This is an optimization exercise on Yosys and OpenROAD, whose aim is small area, a short achievable clock period and few clock cycles per item, not a production implementation.
Function was checked by simulation only, so behaviour that the tests miss may differ from the original.
Power figures rest on the tool's default switching activity, not on a simulated workload.

Design sampledec, start of the top module:
module sampledec(received,clk,start,ctrl,corrected,decodedOp,nerr,done);
clock: 7.0 ns
lec_check: 0
cap_margin: 20
core_margin: 2
core_utilization: 40
slew_margin: 20
synth_hierarchical: 1
standard.sh (not shown) runs the stock make flow with config.mk's settings and CLKGATE_MAP_FILE= SYNTH_SCRIPT=/design/flow/synth_recipe.tcl, a recipe that flattens the netlist after the stock synthesis.
==> flow/flow/run.sh <==
#!/bin/bash
# The standard layout (standard.sh) with: every port buffered by one fixed cell type,
# the start port's buffer upsized after placement resizing (flow/upsize_start.tcl),
# and a clock tree built from clkbuf_8. The flow's full output goes to standard.log here.
export BUFFER_PORTS_ARGS="-buffer_cell sky130_fd_sc_hd__buf_1"
export RECOVER_POWER=0
export START_BUF_CELL=${START_BUF_CELL:-sky130_fd_sc_hd__buf_8}
export POST_RESIZE_TCL="$(pwd)/flow/upsize_start.tcl"
export CTS_ARGS="-sink_clustering_enable -repair_clock_nets -sink_buffer_max_cap_derate 1.0 -dont_use_dummy_load -buf_list sky130_fd_sc_hd__clkbuf_8 -root_buf sky130_fd_sc_hd__clkbuf_8"
bash standard.sh > standard.log 2>&1
==> flow/flow/upsize_start.tcl <==
# Upsize the input buffer on the start port: start selects the hold multiplexer
# of every stored bit, so its buffer drives a fanout of about 15.
set cell [lindex $::env(START_BUF_CELL) 0]
foreach pin [get_pins -of_objects [get_nets -of_objects [get_ports start]]] {
  if { [get_property $pin direction] == "input" } {
    set inst [get_cells -of_objects $pin]
    puts "upsize_start: [get_full_name $inst] -> $cell"
    replace_cell $inst $cell
  }
}
The first run died in placement repair (3_4_place_resized) (STA-0100).
Testbench counts at the start, summed over its fixed seeds: cycles 4,000, items 4,000.
Then changed:
--- a/flow/flow/run.sh
+++ b/flow/flow/run.sh
@@ -2,7 +2,8 @@
 # The standard layout (standard.sh) with: every port buffered by one fixed cell type,
 # the start port's buffer upsized after placement resizing (flow/upsize_start.tcl),
+# power recovery (downsizing of non-critical cells) after global routing,
 # and a clock tree built from clkbuf_8. The flow's full output goes to standard.log here.
 export BUFFER_PORTS_ARGS="-buffer_cell sky130_fd_sc_hd__buf_1"
-export RECOVER_POWER=0
+export RECOVER_POWER=100
 export START_BUF_CELL=${START_BUF_CELL:-sky130_fd_sc_hd__buf_8}
 export POST_RESIZE_TCL="$(pwd)/flow/upsize_start.tcl"
==> flow/flow/upsize_start.tcl (replaced) <==
# Upsize the input buffer on the start port: start selects the hold multiplexer
# of every stored bit, so its buffer drives a fanout of about 15.
set cell [lindex $::env(START_BUF_CELL) 0]
foreach pin [get_pins -of_objects [get_nets start]] {
  if { [get_property $pin direction] == "input" } {
    set inst [get_cells -of_objects $pin]
    puts "upsize_start: [get_full_name $inst] -> $cell"
    replace_cell $inst $cell
    set_dont_touch $inst
  }
}
# connect the new cell's supply pins like every other cell's
global_connect
What happened:
- The new run went through all stages and came out clean
- synthesized cell count does not change
- area after synthesis is unchanged
Then changed:
==> flow/flow/run.sh (replaced) <==
#!/bin/bash
# The standard layout (standard.sh) with: every port buffered by one fixed cell type,
# the start port's buffer upsized after placement resizing (flow/upsize_start.tcl),
# and a clock tree built from clkbuf_8. The flow's full output goes to standard.log here.
export BUFFER_PORTS_ARGS="-buffer_cell sky130_fd_sc_hd__buf_1"
export RECOVER_POWER=0
export START_BUF_CELL=${START_BUF_CELL:-sky130_fd_sc_hd__buf_4}
export POST_RESIZE_TCL="$(pwd)/flow/upsize_start.tcl"
export CTS_ARGS="-sink_clustering_enable -repair_clock_nets -sink_buffer_max_cap_derate 1.0 -dont_use_dummy_load -buf_list sky130_fd_sc_hd__clkbuf_8 -root_buf sky130_fd_sc_hd__clkbuf_8"
bash standard.sh > standard.log 2>&1
==> flow/flow/upsize_start.tcl (replaced) <==
# Upsize the input buffer on the start port: start selects the hold multiplexer
# of every stored bit, so its buffer drives a fanout of about 15.
set cell [lindex $::env(START_BUF_CELL) 0]
foreach pin [get_pins -of_objects [get_nets -of_objects [get_ports start]]] {
  if { [get_property $pin direction] == "input" } {
    set inst [get_cells -of_objects $pin]
    puts "upsize_start: [get_full_name $inst] -> $cell"
    replace_cell $inst $cell
  }
}
Effect: With this change the flow died in placement repair (3_4_place_resized) with STA-0100; synthesized area is unchanged; synthesized cell count is unchanged.
Then changed:
==> flow/flow/run.sh (replaced) <==
#!/bin/bash
# The standard layout (standard.sh) with: every port buffered by one fixed cell type,
# the start port's buffer upsized after placement resizing (flow/upsize_start.tcl),
# power recovery (downsizing of non-critical cells) after global routing,
# and a clock tree built from clkbuf_8. The flow's full output goes to standard.log here.
export BUFFER_PORTS_ARGS="-buffer_cell sky130_fd_sc_hd__buf_1"
export RECOVER_POWER=100
export SETUP_SLACK_MARGIN=3.7
export SETUP_MOVE_SEQUENCE=sizeup
export SKIP_GATE_CLONING=1
export SKIP_LAST_GASP=1
export START_BUF_CELL=${START_BUF_CELL:-sky130_fd_sc_hd__buf_8}
export POST_RESIZE_TCL="$(pwd)/flow/upsize_start.tcl"
export CTS_ARGS="-sink_clustering_enable -repair_clock_nets -sink_buffer_max_cap_derate 1.0 -dont_use_dummy_load -buf_list sky130_fd_sc_hd__clkbuf_8 -root_buf sky130_fd_sc_hd__clkbuf_8"
bash standard.sh > standard.log 2>&1
==> flow/flow/upsize_start.tcl (replaced) <==
# Upsize the input buffer on the start port: start selects the hold multiplexer
# of every stored bit, so its buffer drives a fanout of about 15.
set cell [lindex $::env(START_BUF_CELL) 0]
set up {}
foreach pin [get_pins -of_objects [get_nets start]] {
  if { [get_property $pin direction] == "input" } {
    set inst [get_cells -of_objects $pin]
    puts "upsize_start: [get_full_name $inst] -> $cell"
    replace_cell $inst $cell
    lappend up $inst
  }
}
# connect the new cell's supply pins as the platform's pdn.tcl connects every cell's
add_global_connection -net {VDD} -inst_pattern {.*} -pin_pattern {VPWR}
add_global_connection -net {VDD} -inst_pattern {.*} -pin_pattern {VPB}
add_global_connection -net {VSS} -inst_pattern {.*} -pin_pattern {VGND}
add_global_connection -net {VSS} -inst_pattern {.*} -pin_pattern {VNB}
global_connect
# keep power recovery from shrinking it again
foreach inst $up { set_dont_touch $inst }
What happened: The new run finished clean. Area after synthesis is unchanged. Synthesized cell count is unchanged.
Then changed:
==> flow/flow/run.sh (replaced) <==
#!/bin/bash
# The standard layout (standard.sh) with: every port buffered by one fixed cell type,
# power recovery (downsizing of non-critical cells) after global routing, and optional
# extra ORFS settings. The flow's full output goes to standard.log in this folder.
export BUFFER_PORTS_ARGS="-buffer_cell sky130_fd_sc_hd__buf_1"
export RECOVER_POWER=0
export CTS_ARGS="-sink_clustering_enable -repair_clock_nets -sink_buffer_max_cap_derate 1.0 -dont_use_dummy_load -buf_list sky130_fd_sc_hd__clkbuf_8 -root_buf sky130_fd_sc_hd__clkbuf_8"
bash standard.sh > standard.log 2>&1
removed: flow/flow/upsize_start.tcl
=>
- clock power goes up by 3.3%
- die area does not change
- maximum frequency goes down by 16%
- hold slack got worse by 20 ps
- final cell count stays the same

run A:
sampledec again, from the RTL that the note above started with.
export LEC_CHECK = 0
export CAP_MARGIN = 20
export CORE_MARGIN = 2
export CORE_UTILIZATION = 40
export SLEW_MARGIN = 20
export SYNTH_HIERARCHICAL = 1
create_clock -name core_clock -period 7.0 [get_ports {clk}]
==> flow/flow/run.sh <==
#!/bin/bash
# The standard layout (standard.sh) with: every port buffered by one fixed cell type,
# power recovery (downsizing of non-critical cells) after global routing, and optional
# extra ORFS settings. The flow's full output goes to standard.log in this folder.
export BUFFER_PORTS_ARGS="-buffer_cell sky130_fd_sc_hd__buf_1"
export RECOVER_POWER=100
export CTS_ARGS="-sink_clustering_enable -repair_clock_nets -sink_buffer_max_cap_derate 1.0 -dont_use_dummy_load -buf_list sky130_fd_sc_hd__clkbuf_8 -root_buf sky130_fd_sc_hd__clkbuf_8"
bash standard.sh > standard.log 2>&1
Run A closes out successfully: all stages finished, all timing, DRC and antenna checks passed.
Testbench counts of run A, summed over its fixed seeds: cycles 4,000, items 4,000.
Relative to run A, the following input files were edited for run B:
diff --git a/flow/flow/run.sh b/flow/flow/run.sh
--- a/flow/flow/run.sh
+++ b/flow/flow/run.sh
@@ -3,2 +3,2 @@
-# power recovery (downsizing of non-critical cells) after global routing, and optional
-# extra ORFS settings. The flow's full output goes to standard.log in this folder.
+# the start port's buffer upsized after placement resizing (flow/upsize_start.tcl),
+# and a clock tree built from clkbuf_8. The flow's full output goes to standard.log here.
@@ -6 +6,3 @@
-export RECOVER_POWER=100
+export RECOVER_POWER=0
+export START_BUF_CELL=${START_BUF_CELL:-sky130_fd_sc_hd__buf_8}
+export POST_RESIZE_TCL="$(pwd)/flow/upsize_start.tcl"
==> flow/flow/upsize_start.tcl (new file) <==
# Upsize the input buffer on the start port: start selects the hold multiplexer
# of every stored bit, so its buffer drives a fanout of about 15.
set cell [lindex $::env(START_BUF_CELL) 0]
foreach pin [get_pins -of_objects [get_nets start]] {
  if { [get_property $pin direction] == "input" } {
    set inst [get_cells -of_objects $pin]
    puts "upsize_start: [get_full_name $inst] -> $cell"
    replace_cell $inst $cell
  }
}
Notes after the runs:
Number of vias after detailed routing, run A and run B: larger value in run A. In the flow results for run A and run B, the worst setup slack after placement is smaller on run A. Run B and run A ended up with roughly the same synthesized-area fraction occupied by and/or/nand/nor cells. Data required time of the critical path delta (run B -> run A): insignificant. Run B ended with less worst hold slack than run A. The average vias per placed instance reported for run B is smaller than that of run A by 0.019. Between run B and run A, the number of inverters outside the clock class in the layout figures differ only marginally. Re placeable core region: no difference whatsoever between run B and run A. Diff run A..run B | multiplexer fraction of the synthesized cell area | unchanged.
## Diff of input files: run C against run B
diff --git a/flow/flow/run.sh b/flow/flow/run.sh
--- a/flow/flow/run.sh
+++ b/flow/flow/run.sh
@@ -7 +7 @@
-export START_BUF_CELL=${START_BUF_CELL:-sky130_fd_sc_hd__buf_8}
+export START_BUF_CELL=${START_BUF_CELL:-sky130_fd_sc_hd__buf_4}
[summary]
Any difference in number of post-CTS setup repair buffers between run B and run C is small enough to ignore.
~same sequential cell count in run B and run C
Looking at run B and run C, the required time of the critical path is a wash.
Between run C and run B, the hold slack figures differ only marginally.
Relative to run B, the final cell area reported for run C is lower.
| estimated wirelength of the detail-placed design | lower: run B |
| via count | run C vs run B | ≈ equal |
Changes observed in run C relative to run B: total of fill cells in the finished design down 0.42%, met1 demand-to-capacity share in global routing held.
Compared to run B, the router laid down more metal wire for run C.
Changes in run D relative to run C:
diff --git a/flow/flow/run.sh b/flow/flow/run.sh
--- a/flow/flow/run.sh
+++ b/flow/flow/run.sh
@@ -3,0 +4 @@
+# power recovery (downsizing of non-critical cells) after global routing,
@@ -6 +7 @@
-export RECOVER_POWER=0
+export RECOVER_POWER=100
diff --git a/flow/flow/upsize_start.tcl b/flow/flow/upsize_start.tcl
--- a/flow/flow/upsize_start.tcl
+++ b/flow/flow/upsize_start.tcl
@@ -8,0 +9 @@
+    set_dont_touch $inst
Results
- Both conditions hold for run D: the flow ran to the end and the final layout passed the timing, DRC and antenna checks.
- From run D to run C, number of buffers inserted to repair setup after CTS did not move at all.
- In run D relative to run C, cell area had gone down by a few percent.
- Changes observed in run D relative to run C: shortest clock period the worst path allows after layout went up 0.0039 ns; setup slack went down 0.0039 ns.
- Re setup slack at placement: no difference whatsoever between run C and run D.
- For wire length, run D and run C come out practically identical.
- Run C -> run D: count of multi-input combinational gates delta 0, exact match
- STATUS post-layout total power: run D wins against run C
- Summary of run D over run C: share of the final layout cell area in sequential cells up 0.86 points; routed via count divided by cell count up about 0.7%; post-synthesis to final-layout area growth down 3.2 points.
What run E does differently from run D at the input level:
diff --git a/flow/flow/run.sh b/flow/flow/run.sh
--- a/flow/flow/run.sh
+++ b/flow/flow/run.sh
@@ -3 +3 @@
-# the start port's buffer upsized after placement resizing (flow/upsize_start.tcl),
+# a few cells sized by hand after placement resizing (flow/upsize.tcl),
@@ -8,2 +8,3 @@
-export START_BUF_CELL=${START_BUF_CELL:-sky130_fd_sc_hd__buf_4}
-export POST_RESIZE_TCL="$(pwd)/flow/upsize_start.tcl"
+export START_BUF_CELL=sky130_fd_sc_hd__buf_8
+export XOR_MIN_FANOUT=${XOR_MIN_FANOUT:-5}
+export POST_RESIZE_TCL="$(pwd)/flow/upsize.tcl"
==> flow/flow/upsize.tcl (new file) <==
# Gate sizing by hand after placement resizing:
#  - the start port's buffer (start selects the hold multiplexer of every stored bit)
#    becomes $::env(START_BUF_CELL);
#  - every xor2_1 / xnor2_1 that drives $::env(XOR_MIN_FANOUT) or more pins becomes the _2 cell.
set up {}
foreach pin [get_pins -of_objects [get_nets start]] {
  if { [get_property $pin direction] == "input" } {
    set inst [get_cells -of_objects $pin]
    puts "upsize: [get_full_name $inst] (start port buffer) -> $::env(START_BUF_CELL)"
    replace_cell $inst $::env(START_BUF_CELL)
    lappend up $inst
  }
}
foreach inst [get_cells *] {
  set m [get_property $inst ref_name]
  if { $m != "sky130_fd_sc_hd__xor2_1" && $m != "sky130_fd_sc_hd__xnor2_1" } { continue }
  foreach pin [get_pins -of_objects $inst] {
    if { [get_property $pin direction] != "output" } { continue }
    set n [llength [get_pins -of_objects [get_nets -of_objects $pin]]]
    if { $n - 1 >= $::env(XOR_MIN_FANOUT) } {
      set to [string map {_1 _2} $m]
      puts "upsize: [get_full_name $inst] fanout [expr {$n - 1}] -> $to"
      replace_cell $inst $to
      lappend up $inst
    }
  }
}
# connect the new cells' supply pins as the platform's pdn.tcl connects every cell's
add_global_connection -net {VDD} -inst_pattern {.*} -pin_pattern {VPWR}
add_global_connection -net {VDD} -inst_pattern {.*} -pin_pattern {VPB}
add_global_connection -net {VSS} -inst_pattern {.*} -pin_pattern {VGND}
add_global_connection -net {VSS} -inst_pattern {.*} -pin_pattern {VNB}
global_connect
# keep power recovery from shrinking them again
foreach inst $up { set_dont_touch $inst }
removed: flow/flow/upsize_start.tcl
--- outcome ---
Going from run D to run E, the met2 demand-to-capacity share in global routing was found to have gone down by 0.80 points.
Comparing run E against run D, there is no change at all in setup violation total in the final timing report.
Run E against run D: least setup slack across all paths after layout has increased, first-pass GRT wire length shows a reduction of about 3.3%, overall power of the completed layout increased by 1.3% relative to the old numbers, share of layout cells above drive strength 1 higher.
Changes observed in run E relative to run D: stage delay of the slowest cell on the critical path rose 0.09 ns; worst hold slack now sits higher; core utilization now sits higher.
In run E, the post-synthesis to final-layout area growth came out 1.9 points above the value in run D.

[afterwards: timing with drivers on the ports]
The results above use ideal ports. As a check the final layouts listed here were re-extracted and re-timed, cells and wires unchanged. Step 1, drivers: a clkbuf_16 drives clk and a buf_2 each remaining input, both assumed. Step 2 adds t to the input delays and takes it off the output delays; t is the mean of the earliest and latest rising clock arrival at the registers after step 1. Input paths then give back, and output paths get back, about the clock's delay inside the block. Three values: ideal, step 1, step 2; two values: the first two.
run | t, ns | slack for setup (ns) | worst data-port slew with drivers (ns) | cell pins on the clock port's net
the second run of note 1 | 0.287 | 3.618 / 3.595 / 3.307 | 0.05 | 1
the fourth run of note 1 | 0.286 | 3.625 / 3.602 / 3.316 | 0.05 | 1
the fifth run of note 1 | 0.289 | 3.002 / 2.998 / 2.709 | 0.04 | 1
run A | 0.289 | 3.136 / 3.133 / 2.844 | 0.04 | 1
run B | 0.286 | 3.653 / 3.630 / 3.343 | 0.05 | 1
run C | 0.287 | 3.551 / 3.551 / 3.263 | 0.04 | 1
run D | 0.288 | 3.547 / 3.546 / 3.258 | 0.04 | 1
run E | 0.294 | 3.676 / 3.651 / 3.356 | 0.05 | 1
After both steps setup and hold are still met in every run listed. For run E, which loses most, drivers alone change the setup slack by -0.025 ns; drivers and shift together by -0.320 ns.
